Context: an optimization exercise on an open-source flow, tuned for small area. The choices shown serve that exercise and are no tape-out recipe. The RTL was checked by simulation tests, not by an equivalence proof against the original design. Power figures rest on the tool's default switching activity, not on a simulated workload.

==> design.v <==
module calculator_top (
    input clk,
    input reset,
    input [3:0] row,
    output [3:0] col,
    output [7:0] result,
    output [3:0] op_display
);
reg [1:0] cnt;
reg [3:0] key;
reg key_valid;
reg [1:0] state;
reg [3:0] a;
reg [2:0] op;
reg [7:0] res;
localparam S_IDLE = 2'd0, S_OP = 2'd1, S_B = 2'd2, S_CALC = 2'd3;
assign col = {cnt == 2'd3, cnt == 2'd2, cnt == 2'd1, cnt == 2'd0};
assign op_display = {op[2] | op[1], op};
assign result = res;
wire [1:0] r = row[0] ? 2'd0 : row[1] ? 2'd1 : row[2] ? 2'd2 : 2'd3;
wire digit = (key <= 4'd9);
wire hold_key = (state == S_B && key_valid && digit) || (state == S_CALC && !key_valid);
always @(posedge clk or posedge reset) begin
    if (reset) cnt <= 2'd0;
    else cnt <= cnt + 2'd1;
end
always @(posedge clk) begin
    key_valid <= |row;
    if (!hold_key) key <= {r, cnt};
    if (state == S_IDLE) a <= key;
end
wire [3:0] b = key;
wire [7:0] f;
alu_core u_alu (
    .a0(a[0]), .a1(a[1]), .a2(a[2]), .a3(a[3]),
    .s0(op[0]), .s1(op[1]), .s2(op[2]),
    .b0(b[0]), .b1(b[1]), .b2(b[2]), .b3(b[3]),
    .y0(f[0]), .y1(f[1]), .y2(f[2]), .y3(f[3]),
    .y4(f[4]), .y5(f[5]), .y6(f[6]), .y7(f[7])
);
always @(posedge clk or posedge reset) begin
    if (reset) begin
        state <= S_IDLE;
        op <= 3'd0;
        res <= 8'd0;
    end else if (key_valid) begin
        case (state)
            S_IDLE: if (digit) state <= S_OP;
            S_OP: if (key[3] && (key[2] || key[1])) begin
                op <= key[2:0];
                state <= S_B;
            end
            S_B: if (digit) state <= S_CALC;
            S_CALC: begin
                res <= f;
                state <= S_IDLE;
            end
        endcase
    end
end
endmodule
module alu_core ( 
    a0, a1, a2, a3, s0, s1, s2, b0, b1, b2, b3,
    y0, y1, y2, y3, y4, y5, y6, y7  );
  input  a0, a1, a2, a3, s0, s1, s2, b0, b1, b2, b3;
  output y0, y1, y2, y3, y4, y5, y6, y7;
  wire new_n20, new_n21, new_n22, new_n23, new_n24, new_n25, new_n26,
    new_n27, new_n28, new_n29, new_n30, new_n31, new_n32, new_n33, new_n34,
    new_n35, new_n36, new_n37, new_n38, new_n39, new_n40, new_n41, new_n42,
    new_n43, new_n44, new_n45, new_n46, new_n47, new_n48, new_n49, new_n50,
    new_n51, new_n52, new_n53, new_n54, new_n55, new_n56, new_n57, new_n58,
    new_n59, new_n60, new_n61, new_n62, new_n63, new_n64, new_n65, new_n66,
    new_n67, new_n68, new_n69, new_n70, new_n71, new_n72, new_n73, new_n74,
    new_n75, new_n76, new_n77, new_n78, new_n79, new_n80, new_n81, new_n82,
    new_n83, new_n84, new_n85, new_n86, new_n87, new_n88, new_n89, new_n91,
    new_n92, new_n93, new_n94, new_n95, new_n96, new_n97, new_n98, new_n99,
    new_n100, new_n101, new_n102, new_n103, new_n104, new_n105, new_n106,
    new_n107, new_n108, new_n109, new_n110, new_n111, new_n112, new_n113,
    new_n114, new_n115, new_n116, new_n117, new_n118, new_n119, new_n120,
    new_n121, new_n122, new_n123, new_n124, new_n125, new_n126, new_n127,
    new_n128, new_n129, new_n130, new_n131, new_n132, new_n133, new_n134,
    new_n135, new_n136, new_n137, new_n138, new_n139, new_n140, new_n141,
    new_n142, new_n143, new_n144, new_n145, new_n146, new_n147, new_n148,
    new_n149, new_n150, new_n151, new_n152, new_n153, new_n154, new_n155,
    new_n156, new_n157, new_n158, new_n159, new_n160, new_n161, new_n162,
    new_n163, new_n164, new_n165, new_n166, new_n167, new_n168, new_n169,
    new_n170, new_n171, new_n172, new_n173, new_n174, new_n175, new_n176,
    new_n177, new_n178, new_n179, new_n181, new_n182, new_n183, new_n184,
    new_n185, new_n186, new_n187, new_n188, new_n189, new_n190, new_n191,
    new_n192, new_n193, new_n194, new_n195, new_n196, new_n197, new_n198,
    new_n199, new_n200, new_n201, new_n202, new_n203, new_n204, new_n205,
    new_n206, new_n207, new_n208, new_n209, new_n210, new_n211, new_n212,
    new_n213, new_n214, new_n215, new_n216, new_n217, new_n218, new_n219,
    new_n220, new_n221, new_n222, new_n223, new_n224, new_n225, new_n226,
    new_n227, new_n228, new_n229, new_n230, new_n231, new_n232, new_n233,
    new_n234, new_n235, new_n236, new_n237, new_n238, new_n239, new_n240,
    new_n241, new_n242, new_n243, new_n244, new_n245, new_n247, new_n248,
    new_n249, new_n250, new_n251, new_n252, new_n253, new_n254, new_n255,
    new_n256, new_n257, new_n258, new_n259, new_n260, new_n261, new_n262,
    new_n263, new_n264, new_n265, new_n266, new_n267, new_n268, new_n269,
    new_n270, new_n271, new_n272, new_n273, new_n274, new_n275, new_n276,
    new_n277, new_n278, new_n279, new_n280, new_n281, new_n282, new_n283,
    new_n284, new_n285, new_n286, new_n287, new_n288, new_n289, new_n290,
    new_n291, new_n292, new_n293, new_n294, new_n295, new_n296, new_n297,
    new_n298, new_n299, new_n300, new_n301, new_n302, new_n303, new_n304,
    new_n305, new_n306, new_n307, new_n308, new_n309, new_n310, new_n311,
    new_n312, new_n313, new_n314, new_n315, new_n316, new_n317, new_n318,
    new_n319, new_n320, new_n321, new_n322, new_n323, new_n324, new_n325,
    new_n326, new_n327, new_n328, new_n329, new_n330, new_n331, new_n333,
    new_n334, new_n335, new_n336, new_n337, new_n338, new_n339, new_n340,
    new_n341, new_n342, new_n343, new_n344, new_n345, new_n346, new_n347,
    new_n348, new_n349, new_n350, new_n351, new_n352, new_n353, new_n354,
    new_n355, new_n356, new_n357, new_n358, new_n359, new_n360, new_n361,
    new_n362, new_n363, new_n364, new_n365, new_n366, new_n367, new_n368,
    new_n369, new_n370, new_n371, new_n372, new_n374, new_n375, new_n376,
    new_n377, new_n378, new_n379, new_n380, new_n381, new_n382, new_n383,
    new_n384, new_n385, new_n386, new_n387, new_n388, new_n389, new_n390,
    new_n391, new_n392, new_n393, new_n394, new_n396, new_n397, new_n398,
    new_n399, new_n400, new_n401, new_n402, new_n403, new_n404, new_n405,
    new_n406, new_n407, new_n408, new_n409, new_n410, new_n411, new_n412,
    new_n413, new_n415, new_n416, new_n417, new_n418, new_n419, new_n420,
    new_n421, new_n422, new_n423, new_n424;
  assign new_n20 = a0 & b0;
  assign new_n21 = a2 & ~b2;
  assign new_n22 = b0 & b1;
  assign new_n23 = new_n21 & new_n22;
  assign new_n24 = ~b0 & ~b1;
  assign new_n25 = b2 & ~new_n24;
  assign new_n26 = ~b0 & b3;
  assign new_n27 = ~new_n20 & ~new_n26;
  assign new_n28 = ~a3 & ~s0;
  assign new_n29 = ~new_n25 & new_n27;
  assign new_n30 = ~new_n28 & ~new_n29;
  assign new_n31 = ~a2 & ~b3;
  assign new_n32 = ~b0 & b1;
  assign new_n33 = a0 & new_n31;
  assign new_n34 = ~new_n32 & ~new_n33;
  assign new_n35 = a1 & ~new_n34;
  assign new_n36 = ~b2 & new_n35;
  assign new_n37 = b2 & new_n24;
  assign new_n38 = ~a1 & ~new_n20;
  assign new_n39 = a2 & b2;
  assign new_n40 = ~new_n37 & new_n38;
  assign new_n41 = new_n39 & ~new_n40;
  assign new_n42 = ~new_n22 & new_n41;
  assign new_n43 = ~a1 & new_n23;
  assign new_n44 = ~new_n42 & ~new_n43;
  assign new_n45 = ~new_n36 & new_n44;
  assign new_n46 = ~new_n30 & new_n45;
  assign new_n47 = s0 & ~new_n20;
  assign new_n48 = ~new_n46 & ~new_n47;
  assign new_n49 = ~s1 & new_n48;
  assign new_n50 = a0 & s1;
  assign new_n51 = ~a0 & b0;
  assign new_n52 = ~b1 & ~b3;
  assign new_n53 = ~b2 & new_n52;
  assign new_n54 = ~new_n51 & new_n53;
  assign new_n55 = a1 & b1;
  assign new_n56 = b2 & ~new_n55;
  assign new_n57 = s2 & ~new_n56;
  assign new_n58 = ~b0 & new_n50;
  assign new_n59 = ~new_n57 & new_n58;
  assign new_n60 = a0 & b2;
  assign new_n61 = a2 & b0;
  assign new_n62 = ~new_n60 & ~new_n61;
  assign new_n63 = ~new_n20 & new_n62;
  assign new_n64 = s1 & new_n63;
  assign new_n65 = new_n55 & new_n64;
  assign new_n66 = ~a2 & b2;
  assign new_n67 = new_n20 & new_n66;
  assign new_n68 = s0 & ~new_n67;
  assign new_n69 = ~new_n65 & new_n68;
  assign new_n70 = s2 & ~new_n69;
  assign new_n71 = ~new_n59 & ~new_n70;
  assign new_n72 = ~new_n50 & ~new_n54;
  assign new_n73 = ~s0 & new_n72;
  assign new_n74 = ~new_n71 & ~new_n73;
  assign new_n75 = a1 & ~s1;
  assign new_n76 = s1 & s2;
  assign new_n77 = a0 & new_n76;
  assign new_n78 = new_n60 & new_n75;
  assign new_n79 = ~b2 & new_n77;
  assign new_n80 = ~new_n78 & ~new_n79;
  assign new_n81 = ~a0 & s0;
  assign new_n82 = s1 & ~new_n55;
  assign new_n83 = new_n81 & new_n82;
  assign new_n84 = new_n80 & ~new_n83;
  assign new_n85 = b0 & ~new_n50;
  assign new_n86 = ~s2 & new_n85;
  assign new_n87 = new_n61 & ~new_n84;
  assign new_n88 = ~new_n86 & ~new_n87;
  assign new_n89 = ~new_n49 & ~new_n74;
  assign y0 = ~new_n88 | ~new_n89;
  assign new_n91 = a0 & a2;
  assign new_n92 = b1 & ~b2;
  assign new_n93 = a0 & b1;
  assign new_n94 = b0 & new_n92;
  assign new_n95 = ~new_n93 & ~new_n94;
  assign new_n96 = a1 & new_n76;
  assign new_n97 = ~new_n91 & ~new_n95;
  assign new_n98 = new_n96 & new_n97;
  assign new_n99 = b2 & ~new_n93;
  assign new_n100 = new_n20 & new_n92;
  assign new_n101 = ~new_n99 & ~new_n100;
  assign new_n102 = ~b2 & new_n22;
  assign new_n103 = ~new_n37 & ~new_n102;
  assign new_n104 = a3 & ~s1;
  assign new_n105 = ~s1 & ~b0;
  assign new_n106 = new_n53 & new_n105;
  assign new_n107 = a2 & ~s1;
  assign new_n108 = ~b2 & ~b3;
  assign new_n109 = ~a1 & b0;
  assign new_n110 = new_n107 & new_n108;
  assign new_n111 = ~new_n109 & new_n110;
  assign new_n112 = ~new_n50 & ~new_n53;
  assign new_n113 = ~s2 & ~b1;
  assign new_n114 = a1 & b0;
  assign new_n115 = ~new_n113 & new_n114;
  assign new_n116 = ~new_n112 & new_n115;
  assign new_n117 = ~new_n103 & new_n104;
  assign new_n118 = ~new_n116 & ~new_n117;
  assign new_n119 = ~new_n111 & new_n118;
  assign new_n120 = ~new_n106 & new_n119;
  assign new_n121 = ~s0 & ~new_n120;
  assign new_n122 = ~a1 & ~b1;
  assign new_n123 = ~new_n20 & ~new_n55;
  assign new_n124 = ~new_n122 & ~new_n123;
  assign new_n125 = s0 & b0;
  assign new_n126 = ~new_n124 & ~new_n125;
  assign new_n127 = ~s2 & new_n126;
  assign new_n128 = ~b1 & new_n38;
  assign new_n129 = new_n127 & ~new_n128;
  assign new_n130 = new_n21 & new_n32;
  assign new_n131 = a0 & b3;
  assign new_n132 = a3 & b0;
  assign new_n133 = new_n131 & ~new_n132;
  assign new_n134 = ~new_n130 & ~new_n133;
  assign new_n135 = ~a1 & a2;
  assign new_n136 = b1 & new_n135;
  assign new_n137 = a1 & new_n66;
  assign new_n138 = ~new_n136 & ~new_n137;
  assign new_n139 = ~a0 & ~new_n138;
  assign new_n140 = new_n60 & new_n122;
  assign new_n141 = new_n61 & new_n140;
  assign new_n142 = a3 & ~b3;
  assign new_n143 = b0 & new_n142;
  assign new_n144 = new_n134 & ~new_n139;
  assign new_n145 = ~new_n141 & ~new_n143;
  assign new_n146 = new_n144 & new_n145;
  assign new_n147 = new_n76 & ~new_n146;
  assign new_n148 = new_n99 & new_n114;
  assign new_n149 = ~new_n91 & ~new_n148;
  assign new_n150 = ~new_n32 & new_n91;
  assign new_n151 = s2 & ~new_n150;
  assign new_n152 = ~s1 & ~new_n114;
  assign new_n153 = s2 & ~new_n21;
  assign new_n154 = ~a1 & ~new_n153;
  assign new_n155 = ~new_n152 & ~new_n154;
  assign new_n156 = new_n93 & ~new_n155;
  assign new_n157 = a1 & b2;
  assign new_n158 = ~b0 & new_n157;
  assign new_n159 = a3 & new_n51;
  assign new_n160 = s1 & ~new_n159;
  assign new_n161 = ~new_n158 & new_n160;
  assign new_n162 = ~new_n152 & ~new_n161;
  assign new_n163 = ~b1 & new_n162;
  assign new_n164 = ~a0 & new_n109;
  assign new_n165 = a1 & ~new_n51;
  assign new_n166 = ~new_n164 & ~new_n165;
  assign new_n167 = new_n113 & ~new_n166;
  assign new_n168 = ~new_n76 & new_n115;
  assign new_n169 = ~a0 & new_n168;
  assign new_n170 = ~new_n167 & ~new_n169;
  assign new_n171 = ~new_n163 & new_n170;
  assign new_n172 = ~new_n149 & new_n151;
  assign new_n173 = new_n171 & ~new_n172;
  assign new_n174 = ~new_n156 & new_n173;
  assign new_n175 = ~new_n147 & new_n174;
  assign new_n176 = s0 & ~new_n175;
  assign new_n177 = new_n98 & ~new_n101;
  assign new_n178 = ~new_n176 & ~new_n177;
  assign new_n179 = ~new_n129 & new_n178;
  assign y1 = new_n121 | ~new_n179;
  assign new_n181 = ~new_n21 & ~new_n66;
  assign new_n182 = new_n124 & new_n181;
  assign new_n183 = ~new_n124 & ~new_n181;
  assign new_n184 = ~new_n182 & ~new_n183;
  assign new_n185 = ~s2 & ~new_n184;
  assign new_n186 = new_n61 & ~new_n112;
  assign new_n187 = s1 & new_n36;
  assign new_n188 = ~a0 & new_n187;
  assign new_n189 = ~new_n186 & ~new_n188;
  assign new_n190 = s2 & ~new_n189;
  assign new_n191 = a3 & ~b2;
  assign new_n192 = new_n32 & new_n191;
  assign new_n193 = ~s0 & ~new_n106;
  assign new_n194 = ~s1 & new_n192;
  assign new_n195 = new_n193 & ~new_n194;
  assign new_n196 = new_n39 & ~new_n124;
  assign new_n197 = a1 & new_n23;
  assign new_n198 = ~new_n196 & ~new_n197;
  assign new_n199 = a2 & ~b0;
  assign new_n200 = new_n157 & ~new_n199;
  assign new_n201 = a0 & new_n200;
  assign new_n202 = ~a3 & ~new_n201;
  assign new_n203 = b1 & ~new_n202;
  assign new_n204 = ~a1 & ~a3;
  assign new_n205 = ~new_n38 & ~new_n204;
  assign new_n206 = b3 & new_n205;
  assign new_n207 = new_n198 & ~new_n203;
  assign new_n208 = ~new_n206 & new_n207;
  assign new_n209 = ~new_n32 & new_n166;
  assign new_n210 = ~a2 & ~new_n105;
  assign new_n211 = ~new_n55 & ~new_n105;
  assign new_n212 = b2 & ~new_n211;
  assign new_n213 = new_n55 & ~new_n210;
  assign new_n214 = new_n212 & ~new_n213;
  assign new_n215 = ~new_n197 & ~new_n214;
  assign new_n216 = a0 & ~new_n215;
  assign new_n217 = b0 & ~new_n55;
  assign new_n218 = new_n21 & new_n217;
  assign new_n219 = ~new_n67 & ~new_n218;
  assign new_n220 = ~s1 & ~new_n219;
  assign new_n221 = ~new_n20 & ~new_n61;
  assign new_n222 = new_n75 & new_n221;
  assign new_n223 = b1 & ~new_n60;
  assign new_n224 = new_n222 & new_n223;
  assign new_n225 = s0 & ~new_n220;
  assign new_n226 = ~new_n224 & new_n225;
  assign new_n227 = a1 & new_n113;
  assign new_n228 = ~new_n57 & ~new_n227;
  assign new_n229 = new_n181 & new_n228;
  assign new_n230 = new_n51 & new_n229;
  assign new_n231 = ~a1 & b1;
  assign new_n232 = new_n181 & ~new_n231;
  assign new_n233 = ~a1 & ~new_n181;
  assign new_n234 = ~new_n232 & ~new_n233;
  assign new_n235 = ~new_n22 & new_n234;
  assign new_n236 = ~s2 & new_n235;
  assign new_n237 = ~new_n230 & ~new_n236;
  assign new_n238 = new_n185 & new_n209;
  assign new_n239 = new_n237 & ~new_n238;
  assign new_n240 = new_n226 & new_n239;
  assign new_n241 = ~new_n216 & new_n240;
  assign new_n242 = new_n76 & ~new_n208;
  assign new_n243 = new_n241 & ~new_n242;
  assign new_n244 = ~new_n190 & new_n195;
  assign new_n245 = ~new_n185 & new_n244;
  assign y2 = ~new_n243 & ~new_n245;
  assign new_n247 = ~s2 & b3;
  assign new_n248 = ~a3 & new_n247;
  assign new_n249 = ~a1 & new_n248;
  assign new_n250 = new_n77 & new_n136;
  assign new_n251 = ~new_n249 & ~new_n250;
  assign new_n252 = a0 & a3;
  assign new_n253 = ~new_n150 & ~new_n252;
  assign new_n254 = ~new_n38 & new_n253;
  assign new_n255 = ~new_n39 & ~new_n254;
  assign new_n256 = b1 & ~new_n165;
  assign new_n257 = ~b3 & new_n164;
  assign new_n258 = ~new_n256 & ~new_n257;
  assign new_n259 = new_n39 & new_n258;
  assign new_n260 = ~new_n52 & ~new_n108;
  assign new_n261 = new_n253 & ~new_n260;
  assign new_n262 = ~new_n38 & new_n261;
  assign new_n263 = ~new_n259 & ~new_n262;
  assign new_n264 = b0 & b2;
  assign new_n265 = ~b3 & ~new_n264;
  assign new_n266 = ~new_n99 & ~new_n265;
  assign new_n267 = ~s0 & ~new_n266;
  assign new_n268 = ~new_n54 & ~new_n267;
  assign new_n269 = a3 & ~new_n268;
  assign new_n270 = ~new_n255 & new_n263;
  assign new_n271 = ~new_n269 & ~new_n270;
  assign new_n272 = ~s2 & ~new_n271;
  assign new_n273 = ~new_n55 & new_n101;
  assign new_n274 = a2 & ~new_n273;
  assign new_n275 = ~a2 & new_n131;
  assign new_n276 = ~new_n24 & new_n60;
  assign new_n277 = ~new_n275 & ~new_n276;
  assign new_n278 = a1 & ~new_n277;
  assign new_n279 = new_n91 & new_n114;
  assign new_n280 = ~b3 & new_n279;
  assign new_n281 = ~new_n278 & ~new_n280;
  assign new_n282 = ~new_n274 & new_n281;
  assign new_n283 = ~s2 & ~new_n282;
  assign new_n284 = ~new_n98 & new_n193;
  assign new_n285 = new_n251 & new_n284;
  assign new_n286 = ~new_n20 & ~new_n32;
  assign new_n287 = new_n157 & new_n286;
  assign new_n288 = ~new_n133 & ~new_n287;
  assign new_n289 = ~s1 & ~new_n288;
  assign new_n290 = s0 & ~new_n289;
  assign new_n291 = ~b1 & ~new_n20;
  assign new_n292 = new_n157 & ~new_n291;
  assign new_n293 = s2 & new_n292;
  assign new_n294 = ~b3 & ~new_n293;
  assign new_n295 = s1 & ~new_n294;
  assign new_n296 = a0 & ~s1;
  assign new_n297 = ~new_n24 & new_n296;
  assign new_n298 = a2 & ~new_n297;
  assign new_n299 = new_n61 & ~new_n140;
  assign new_n300 = ~new_n298 & ~new_n299;
  assign new_n301 = ~new_n60 & new_n152;
  assign new_n302 = ~new_n157 & new_n301;
  assign new_n303 = b1 & new_n302;
  assign new_n304 = ~b2 & new_n258;
  assign new_n305 = ~a3 & ~new_n304;
  assign new_n306 = ~s2 & new_n305;
  assign new_n307 = new_n75 & ~new_n101;
  assign new_n308 = ~a2 & ~new_n307;
  assign new_n309 = ~new_n300 & ~new_n303;
  assign new_n310 = ~new_n295 & new_n309;
  assign new_n311 = ~new_n306 & new_n308;
  assign new_n312 = ~new_n310 & ~new_n311;
  assign new_n313 = ~new_n283 & new_n285;
  assign new_n314 = new_n290 & ~new_n312;
  assign new_n315 = ~new_n313 & ~new_n314;
  assign new_n316 = b2 & ~new_n267;
  assign new_n317 = new_n76 & new_n316;
  assign new_n318 = s1 & ~new_n247;
  assign new_n319 = ~new_n131 & ~new_n318;
  assign new_n320 = s0 & ~new_n319;
  assign new_n321 = b0 & ~new_n320;
  assign new_n322 = ~new_n53 & ~new_n77;
  assign new_n323 = ~s0 & new_n322;
  assign new_n324 = a3 & ~new_n323;
  assign new_n325 = ~new_n317 & ~new_n321;
  assign new_n326 = new_n324 & ~new_n325;
  assign new_n327 = new_n26 & ~new_n174;
  assign new_n328 = ~new_n326 & ~new_n327;
  assign new_n329 = new_n174 & ~new_n251;
  assign new_n330 = new_n328 & ~new_n329;
  assign new_n331 = ~new_n315 & new_n330;
  assign y3 = new_n272 | ~new_n331;
  assign new_n333 = ~s1 & ~new_n207;
  assign new_n334 = ~new_n21 & ~new_n258;
  assign new_n335 = ~new_n66 & ~new_n334;
  assign new_n336 = ~b3 & new_n335;
  assign new_n337 = ~a3 & ~s2;
  assign new_n338 = new_n51 & new_n247;
  assign new_n339 = ~new_n337 & ~new_n338;
  assign new_n340 = ~new_n336 & ~new_n339;
  assign new_n341 = s0 & ~new_n340;
  assign new_n342 = ~s1 & ~new_n20;
  assign new_n343 = s2 & ~new_n342;
  assign new_n344 = a3 & new_n343;
  assign new_n345 = ~new_n75 & ~new_n344;
  assign new_n346 = b3 & ~new_n345;
  assign new_n347 = ~new_n333 & new_n341;
  assign new_n348 = ~new_n346 & new_n347;
  assign new_n349 = new_n95 & ~new_n231;
  assign new_n350 = ~b2 & ~new_n51;
  assign new_n351 = ~a1 & ~new_n350;
  assign new_n352 = ~new_n349 & ~new_n351;
  assign new_n353 = ~new_n140 & ~new_n352;
  assign new_n354 = a2 & new_n76;
  assign new_n355 = ~new_n22 & ~new_n91;
  assign new_n356 = b2 & new_n355;
  assign new_n357 = ~a0 & new_n25;
  assign new_n358 = new_n356 & ~new_n357;
  assign new_n359 = ~new_n177 & ~new_n358;
  assign new_n360 = ~s2 & ~new_n264;
  assign new_n361 = s1 & new_n93;
  assign new_n362 = ~new_n360 & new_n361;
  assign new_n363 = ~new_n247 & ~new_n362;
  assign new_n364 = a3 & ~new_n363;
  assign new_n365 = new_n193 & ~new_n364;
  assign new_n366 = ~new_n353 & new_n354;
  assign new_n367 = new_n96 & ~new_n359;
  assign new_n368 = ~new_n366 & ~new_n367;
  assign new_n369 = new_n365 & new_n368;
  assign new_n370 = new_n91 & new_n247;
  assign new_n371 = new_n114 & new_n370;
  assign new_n372 = ~new_n348 & ~new_n369;
  assign y4 = new_n371 | new_n372;
  assign new_n374 = ~b1 & new_n264;
  assign new_n375 = ~new_n275 & ~new_n374;
  assign new_n376 = ~new_n130 & new_n375;
  assign new_n377 = new_n96 & ~new_n376;
  assign new_n378 = b2 & new_n76;
  assign new_n379 = ~new_n253 & new_n378;
  assign new_n380 = new_n107 & new_n124;
  assign new_n381 = ~new_n104 & ~new_n380;
  assign new_n382 = b2 & ~new_n381;
  assign new_n383 = new_n341 & ~new_n382;
  assign new_n384 = ~new_n377 & ~new_n379;
  assign new_n385 = new_n193 & new_n384;
  assign new_n386 = ~new_n383 & ~new_n385;
  assign new_n387 = s0 & new_n107;
  assign new_n388 = b3 & new_n387;
  assign new_n389 = ~s0 & new_n76;
  assign new_n390 = ~b3 & ~new_n22;
  assign new_n391 = new_n389 & ~new_n390;
  assign new_n392 = new_n91 & new_n391;
  assign new_n393 = ~a1 & new_n392;
  assign new_n394 = ~new_n386 & ~new_n388;
  assign y5 = new_n393 | ~new_n394;
  assign new_n396 = new_n52 & new_n63;
  assign new_n397 = new_n356 & ~new_n396;
  assign new_n398 = ~new_n31 & ~new_n52;
  assign new_n399 = new_n20 & new_n398;
  assign new_n400 = ~new_n397 & ~new_n399;
  assign new_n401 = ~b3 & ~new_n37;
  assign new_n402 = new_n91 & ~new_n401;
  assign new_n403 = ~new_n52 & new_n252;
  assign new_n404 = ~new_n192 & ~new_n403;
  assign new_n405 = a1 & ~new_n400;
  assign new_n406 = new_n404 & ~new_n405;
  assign new_n407 = ~new_n402 & new_n406;
  assign new_n408 = ~new_n23 & new_n407;
  assign new_n409 = new_n389 & ~new_n408;
  assign new_n410 = ~new_n193 & ~new_n341;
  assign new_n411 = b3 & new_n104;
  assign new_n412 = s0 & new_n411;
  assign new_n413 = ~new_n409 & ~new_n412;
  assign y6 = new_n410 | ~new_n413;
  assign new_n415 = new_n26 & new_n91;
  assign new_n416 = ~a2 & ~b2;
  assign new_n417 = new_n55 & ~new_n416;
  assign new_n418 = new_n51 & new_n417;
  assign new_n419 = ~new_n184 & new_n252;
  assign new_n420 = ~new_n418 & ~new_n419;
  assign new_n421 = ~new_n415 & new_n420;
  assign new_n422 = ~new_n278 & new_n421;
  assign new_n423 = new_n76 & ~new_n422;
  assign new_n424 = ~s0 & new_n423;
  assign y7 = new_n410 | new_n424;
endmodule
==> run.sh <==
#!/bin/bash
# synth_recipe.tcl (not shown) runs the flow's synth.tcl, then flattens the netlist and writes it again
# the make line also repeats each setting of config.mk as NAME=value (left out here)
make -C /OpenROAD-flow-scripts/flow DESIGN_CONFIG=/design/flow/config.mk WORK_HOME=/design/flow/orfs CLKGATE_MAP_FILE= SYNTH_SCRIPT=/design/flow/synth_recipe.tcl finish
==> config.mk <==
export PLATFORM = sky130hd
export DESIGN_NAME = calculator_top
export DESIGN_NICKNAME = calculator_top
export VERILOG_FILES = /design/flow/design.v
export SDC_FILE = /design/flow/constraint.sdc
export NUM_CORES = 4
export LEC_CHECK = 0
export ABC_AREA = 1
export CAP_MARGIN = 20
export CORE_MARGIN = 2
export CORE_UTILIZATION = 40
export SLEW_MARGIN = 20
==> constraint.sdc <==
create_clock -name core_clock -period 30.0 [get_ports {clk}]
set_input_delay 6.0000 -clock core_clock [delete_from_list [all_inputs] [get_ports {clk}]]
set_output_delay 6.0000 -clock core_clock [all_outputs]
set_load 0.01 [all_outputs]
==> impl_metrics.env <==
export IMPL_synth_compound_area_share_pct=19.03
export IMPL_postRouteAntennaNets=0
export IMPL_setup_worst_path_start_class="register"
export IMPL_critPathMaxFanout=14
export IMPL_placed_cell_area_um2=2669
export IMPL_critical_path_endpoint_type="output pin"
export IMPL_cts_tree="done"
export IMPL_timing_clock_skew_ns=0.01232
export IMPL_routed_wirelength_um=8757
export IMPL_part_of_the_yosys_area_used_for_sequential_elements_pct=25.85
export IMPL_routedWlPerCell_um=17.98
export IMPL_die_area_um2=6790
export IMPL_clk_root_buffer_cell="clkbuf_8"
export IMPL_post_synthesis_simple_gate_area_fraction_pct=37.96
export IMPL_synth_fa_ha_area_share_pct=6.107
export IMPL_h_tree_lvls=1
export IMPL_dieWidth_um=82.40
export IMPL_grt_usage_pct=27.72
export IMPL_antenna_found_initial=0
export IMPL_layout_cells_sized_above_1_pct=8.252
export IMPL_highest_clock_rate_ghz=0.1282
export IMPL_sequentialPowerShare_pct=27.0
export IMPL_floorplan_initialDensity_pct=41.53
export IMPL_coreArea_um2=5921
export IMPL_static_leakage_power_nw=1.274
export IMPL_postSynthRegisterBits=24
export IMPL_synth_area_leaders="nand2_1 18%, dfrtp_1 15%, edfxtp_1 9.8%, nor2_1 8.1%, nand3_1 6.9%"
export IMPL_finalInstanceArea_um2=2735
export IMPL_worst_path_max_delay_cell="dfrtp_1"
export IMPL_rows=28
export IMPL_commonest_cells_after_routing_fill_and_taps_aside="115 x nand2_1, 53 x nor2_1, 34 x nand3_1"
export IMPL_worst_slew_pin_transition_ns=0.7236
export IMPL_peakVddDrop_mv=0.04258
export IMPL_nNetsFinal=431
export IMPL_worst_hold_slack_ns=0.4966
export IMPL_post_synth_top_area_fraction_pct=17.56
export IMPL_synth_cell_types=33
export IMPL_pwr_share_clk_pct=9.5
export IMPL_first_pass_grt_wire_length_um=14100
export IMPL_synth_top_family_by_area="simple AND/OR/NAND/NOR gates"
export IMPL_floorplan_die_height_um=82.40
export IMPL_outcome="timing/DRC/antenna clean"
export IMPL_route_detailed_drc=0
export IMPL_path_delay_family="buffers and inverters"
export IMPL_critical_path_n_buffers_inverters=2
export IMPL_timing_critical_path_slowest_cell_delay_ns=0.68
export IMPL_post_route_min_period_ns=7.800
export IMPL_synth_warning_count=1
export IMPL_finalHoldViolations=0
export IMPL_boundaryPins=22
export IMPL_fillers=652
export IMPL_syn_nets=421
export IMPL_cts_post_setup_buffers_inserted=0
export IMPL_timing_slew_headroom_pct=51.76
export IMPL_port_buffers=21
export IMPL_rsz_0062_raised_after_global_routing="false"
export IMPL_maximum_number_of_pins_on_one_net_before_global_route_repair=20
export IMPL_synth_xor_xnor_area_share_pct=0.3562
export IMPL_power_internal_mw=0.1232
export IMPL_power_share_switching_pct=54.65
export IMPL_postCtsHoldBufs=0
export IMPL_ctsResizeCount=0
export IMPL_maxCapViolCount=0
export IMPL_syn_inst=403
export IMPL_gp_routability_congestion=1.085
export IMPL_report_final_slew_viol_count=0
export IMPL_worst_endpoint_arrival_ns=1.80
export IMPL_power_combinational_fraction_pct=63.5
export IMPL_clkLatencyLatePin_ns=0.28
export IMPL_max_clock_path_buffers=2
export IMPL_cp_cell_sequence="inv_2 > nand2_1 > clkdlybuf4s50_1"
export IMPL_num_vias=2948
export IMPL_mostFrequentLayoutCell="nand2_1"
export IMPL_hold_path_class="reg -> reg"
export IMPL_grt_overflow_total=0
export IMPL_drt_pass1_iterations=5
export IMPL_drtIter0Drc=561
export IMPL_avgSynthCellArea_um2=6.101
export IMPL_final_setup_viol_count=0
export IMPL_p_per_area_nw_per_um2=99.35
export IMPL_cts_buffers_inserted=3
export IMPL_switching_power_mw=0.1485
export IMPL_synthDominantAreaCellType="nand2_1"
export IMPL_critical_path_class="reg -> out"
export IMPL_dp_final_hpwl_um=6536
export IMPL_synth_mux_area_fraction_pct=0
export IMPL_antenna_diode_count=0
export IMPL_fin_crit_sh_pct=26.00
export IMPL_area_growth_synth_to_final_pct=11.25
export IMPL_totalNegativeSetupSlack_ns=0
export IMPL_clk_pin_slew_worst_paths_ns=0.10
export IMPL_first_global_vias=2716
export IMPL_worstPathRequired_ns=24.00
export IMPL_route_detailed_vias_per_inst=6.053
export IMPL_mappedNetlistArea_um2=2459
export IMPL_clock_sinks=24
[power by group through the flow]
stage	clock network [mW]	registers [mW]	logic, mW
floorplan	0	0.0595	0.127
global placement	0	0.0729	0.171
detailed placement	0	0.0728	0.168
CTS	0.0264	0.0720	0.169
global route	0.0274	0.0750	0.192
finish	0.0258	0.0734	0.173
[kinds of logic after synthesis]
family / count (synthesis)
and+or+nand+nor: 224
AOI/OAI and AO/OA: 82
buffers and inverters: 60
DFF: 24
adders and majority gates: 12
xor gates and xnor gates: 1
[metrics by stage]
stage	worst slack, ns	util [%]	power [mW]	cells
floorplan	23.26	-	0.1864	403
global placement	22.57	45.08	0.2439	483
detailed placement	22.56	45.08	0.2408	483
CTS	22.23	46.20	0.2671	487
global route	22.13	46.20	0.2949	487
finish	22.20	46.20	0.2717	487
[sequential cells by signal, summed over array words and instances (netlist names)]
register,flops
state,2
key_valid,1
a,4
key,4
cnt,2
op,3
res,8
[cell type report]
| type | count | area (um^2) | share of cell area [%] |
|---|---|---|---|
| Sequential cell | 24 | 635.6 | 23.24 |
| Tap cell | 75 | 93.84 | 3.431 |
| Clock buffer | 4 | 66.31 | 2.425 |
| Multi-Input combinational cell | 319 | 1560 | 57.05 |
| Timing Repair Buffer | 22 | 217.7 | 7.960 |
| Inverter | 43 | 161.4 | 5.901 |
[worst min-delay path, cell delays in order, from the launching register on]
cell     delay, ns
dfrtp_1       0.36
nand2_1       0.05
nand2_1       0.06
[per-layer routing]
metal	vias to the layer above	routed length, um	global-route usage [%]
met5	-	0	0
met3	52	991	5.543
met2	229	3855	43.06
li1	1354	-	-
met1	1313	3382	35.56
met4	0	526	16.17
[worst paths after layout]
kind                       slack [ns]    from             to  cells after the start
min in group asynchronous        6.07   reset         res[2]                      2
min reg2reg                      0.50  res[2]         res[2]                      2
max reg2reg                     27.57  key[2]         res[2]                     12
max in group asynchronous       23.54   reset       state[1]                      2
min                              0.50  res[2]         res[2]                      2
max                             22.20   op[2]  op_display[3]                      3
[cells in the mapped netlist]
| cell | instances |
|---|---|
| o21ai_1 | 11 |
| nand4_1 | 7 |
| nor3_1 | 8 |
| o21ai_0 | 24 |
| dfxtp_1 | 1 |
| buf_2 | 6 |
| o22ai_1 | 4 |
| a31oi_1 | 5 |
| o311ai_0 | 1 |
| o2111ai_1 | 1 |
| o21bai_1 | 1 |
| nor2_4 | 1 |
| ha_1 | 12 |
| buf_4 | 6 |
| a211oi_1 | 2 |
| edfxtp_1 | 8 |
| nor2_2 | 3 |
| dfrtp_1 | 15 |
| inv_1 | 22 |
| nand2_2 | 3 |
| xor2_1 | 1 |
| a21oi_2 | 1 |
| inv_2 | 20 |
| clkbuf_1 | 4 |
| o31ai_1 | 2 |
| clkinv_1 | 1 |
| o2111ai_2 | 1 |
| buf_6 | 1 |
| nand2_1 | 115 |
| nor2_1 | 53 |
| o211ai_1 | 5 |
| nand3_1 | 34 |
| a21oi_1 | 24 |

==> static timing again, ports no longer ideal <==
The results above use ideal ports. As a check the final layout listed here was re-extracted and re-timed, cells and wires unchanged.
Step 1: set_driving_cell puts a clkbuf_16 on clk and a buf_2 on each other input, an assumption about the parent block.
Step 2, shift: input delay + t, output delay - t, t = (earliest + latest rising clock arrival at the registers) / 2. This alone moves slack from input paths to output paths.
Three values: no drivers, after step 1, after step 2; two values: the first two.
t, ns: 0.301
setup slack, ns: 22.200 / 22.171 / 22.473
worst data-port slew with drivers (ns): 0.03
After both steps this run still meets setup and hold. The setup slack of this run moves by -0.029 ns with the drivers and by +0.273 ns with both steps.
